Context: an optimization exercise on an open-source flow, tuned for small area and a short achievable clock period. The choices shown serve that exercise and are no tape-out recipe.

// FPUFMAPipe
module FPUFMAPipe(
  input         clock,
                reset,
                io_in_valid,
                io_in_bits_ren3,
                io_in_bits_swap23,
  input  [2:0]  io_in_bits_rm,
  input  [1:0]  io_in_bits_fmaCmd,
  input  [64:0] io_in_bits_in1,
                io_in_bits_in2,
                io_in_bits_in3,
  output        io_out_valid,
  output [64:0] io_out_bits_data,
  output [4:0]  io_out_bits_exc
);
  wire [64:0] a = io_in_bits_in1;
  wire [64:0] b = io_in_bits_swap23 ? 65'h08000000000000000 : io_in_bits_in2;
  wire [64:0] c = (io_in_bits_ren3 | io_in_bits_swap23) ? io_in_bits_in3
                  : {io_in_bits_in1[64] ^ io_in_bits_in2[64], 64'h0};
  wire zA = ~(|a[63:61]);
  wire zB = ~(|b[63:61]);
  wire zC = ~(|c[63:61]);
  wire nanA = (&a[63:62]) & a[61];
  wire nanB = (&b[63:62]) & b[61];
  wire nanC = (&c[63:62]) & c[61];
  wire infA = (&a[63:62]) & ~a[61];
  wire infB = (&b[63:62]) & ~b[61];
  wire infC = (&c[63:62]) & ~c[61];
  wire signProd = a[64] ^ b[64] ^ io_in_bits_fmaCmd[1];
  ...
Settings: LEC_CHECK=0, ABC_AREA=1, CAP_MARGIN=20, CORE_MARGIN=2, CORE_UTILIZATION=38, SLEW_MARGIN=20; clock period 16.0 ns.
standard.sh (not shown) runs the stock make flow with config.mk's settings and CLKGATE_MAP_FILE= SYNTH_SCRIPT=/design/flow/synth_recipe.tcl, a recipe that flattens the netlist after the stock synthesis.
==> flow/flow/run.sh <==
#!/bin/bash
# The standard layout (standard synthesis, floorplan, placement, CTS, routing), with
# two changes: the setup repair is asked to leave extra setup slack, and the buffers
# that every input and output port gets are sky130_fd_sc_hd__buf_2 cells (smaller and
# faster than the delay cells buffer_ports picks by default). The make output goes to
# flow.log, and ORFS keeps each step's full log under orfs/logs/.
set -uo pipefail
bash standard.sh SETUP_SLACK_MARGIN=10.75 "BUFFER_PORTS_ARGS=-buffer_cell sky130_fd_sc_hd__buf_2" finish > flow.log 2>&1
Change:
--- a/flow/flow/run.sh
+++ b/flow/flow/run.sh
@@ -8 +8 @@
-bash standard.sh SETUP_SLACK_MARGIN=10.75 "BUFFER_PORTS_ARGS=-buffer_cell sky130_fd_sc_hd__buf_2" finish > flow.log 2>&1
+bash standard.sh SETUP_SLACK_MARGIN=10.7 "BUFFER_PORTS_ARGS=-buffer_cell sky130_fd_sc_hd__buf_2" finish > flow.log 2>&1
=>
- die area stays the same
- global-route usage grows by 0.52 points
- count of clock-buffer cells in the layout shrinks by 4
- worst setup slack loses 49 ps
- sequential share of layout area barely changes
- worst hold slack loses 12 ps
- wire length grows slightly
Change:
--- a/flow/flow/run.sh
+++ b/flow/flow/run.sh
@@ -8 +8 @@
-bash standard.sh SETUP_SLACK_MARGIN=10.7 "BUFFER_PORTS_ARGS=-buffer_cell sky130_fd_sc_hd__buf_2" finish > flow.log 2>&1
+bash standard.sh SETUP_SLACK_MARGIN=10.65 "BUFFER_PORTS_ARGS=-buffer_cell sky130_fd_sc_hd__buf_2" finish > flow.log 2>&1
Effect: Global-route usage goes down by 0.20 points; routed wire length goes down slightly; worst setup slack degrades by 46 ps; cell count goes down slightly; count of clock-buffer cells in the layout goes down by 1; synthesized cell count stays the same; design area goes down slightly; utilization goes down by 0.36 points; worst hold slack improves by 13 ps.
No run of this note included a check of the RTL's function; only the layout flow was run.


Setup of old:
Another version of the RTL of FPUFMAPipe (not shown whole).
Size in the first run: about 750 flip-flops, ~280 I/O pins, roughly 110000 um^2 of cells after synthesis.
export LEC_CHECK = 0
export ABC_AREA = 1
export CAP_MARGIN = 20
export CELL_PAD_IN_SITES_DETAIL_PLACEMENT = 1
export CORE_MARGIN = 2
export CORE_UTILIZATION = 45
export SLEW_MARGIN = 20
create_clock -name core_clock -period 16.0 [get_ports {clock}]
==> flow/flow/run.sh <==
#!/bin/bash
# The standard layout (standard synthesis, floorplan, placement, CTS, routing),
# with ORFS's setup repair asked to leave extra setup slack so that it upsizes and
# buffers the slowest paths. The make output goes to flow.log, and ORFS keeps each
# step's full log under orfs/logs/.
set -uo pipefail
bash standard.sh SETUP_SLACK_MARGIN=10.5 finish > flow.log 2>&1
diff inputs: old => new
Settings: CORE_UTILIZATION changed from 45 to 38; CELL_PAD_IN_SITES_DETAIL_PLACEMENT removed (was 1).
--- outcome ---
Per the comparison of new with old, number of filler instances in the final layout went down 125, routed wire length went down about 3.7%, floorplan core area went up about 18%.
Per the comparison of new with old, total global routing track utilization shows a reduction of 8.7 points; data arrival at the endpoint of the critical path shows an increase of 0.02 ns.
Result for old and new: all clean
No run of this note included a check of the RTL's function; only the layout flow was run.

==> afterwards: timing with drivers on the ports <==
The results above use ideal ports. As a check the final layouts listed here were re-extracted and re-timed, cells and wires unchanged.
Step 1 (the two cells are an assumption about what drives the block):
set clk [get_ports {clock}]
set_driving_cell -lib_cell sky130_fd_sc_hd__clkbuf_16 $clk
set_driving_cell -lib_cell sky130_fd_sc_hd__buf_2 [delete_from_list [all_inputs] $clk]
Step 2, shift: input delay + t, output delay - t, t = (earliest + latest rising clock arrival at the registers) / 2. This alone moves slack from input paths to output paths.
Three values: ideal ports, drivers, drivers and shift; two values: the first two.
| run | shift t [ns] | setup WS [ns] | hold WS [ns] | worst setup path at the end | worst data-port slew with drivers (ns) |
|---|---|---|---|---|---|
| the first run of note 1 | 0.965 | 10.000 / 10.000 / 9.988 | 0.325 / 0.325 / 0.325 | input to register | 0.10 |
| the second run of note 1 | 0.943 | 9.950 / 9.950 / 9.950 | 0.313 / 0.313 / 0.313 | register to register | 0.13 |
| the third run of note 1 | 0.964 | 9.905 / 9.905 / 9.905 | 0.326 / 0.326 / 0.326 | register to register | 0.14 |
| old | 0.891 | 10.317 / 10.317 / 9.683 | 0.327 / 0.327 / 0.327 | input to register | 0.14 |
| new | 0.974 | 10.394 / 10.394 / 9.692 | 0.321 / 0.321 / 0.321 | input to register | 0.19 |
After both steps setup and hold are still met in every run listed. The setup slack of new, which loses most, moves by 0.000 ns with the drivers and by -0.702 ns with both steps.
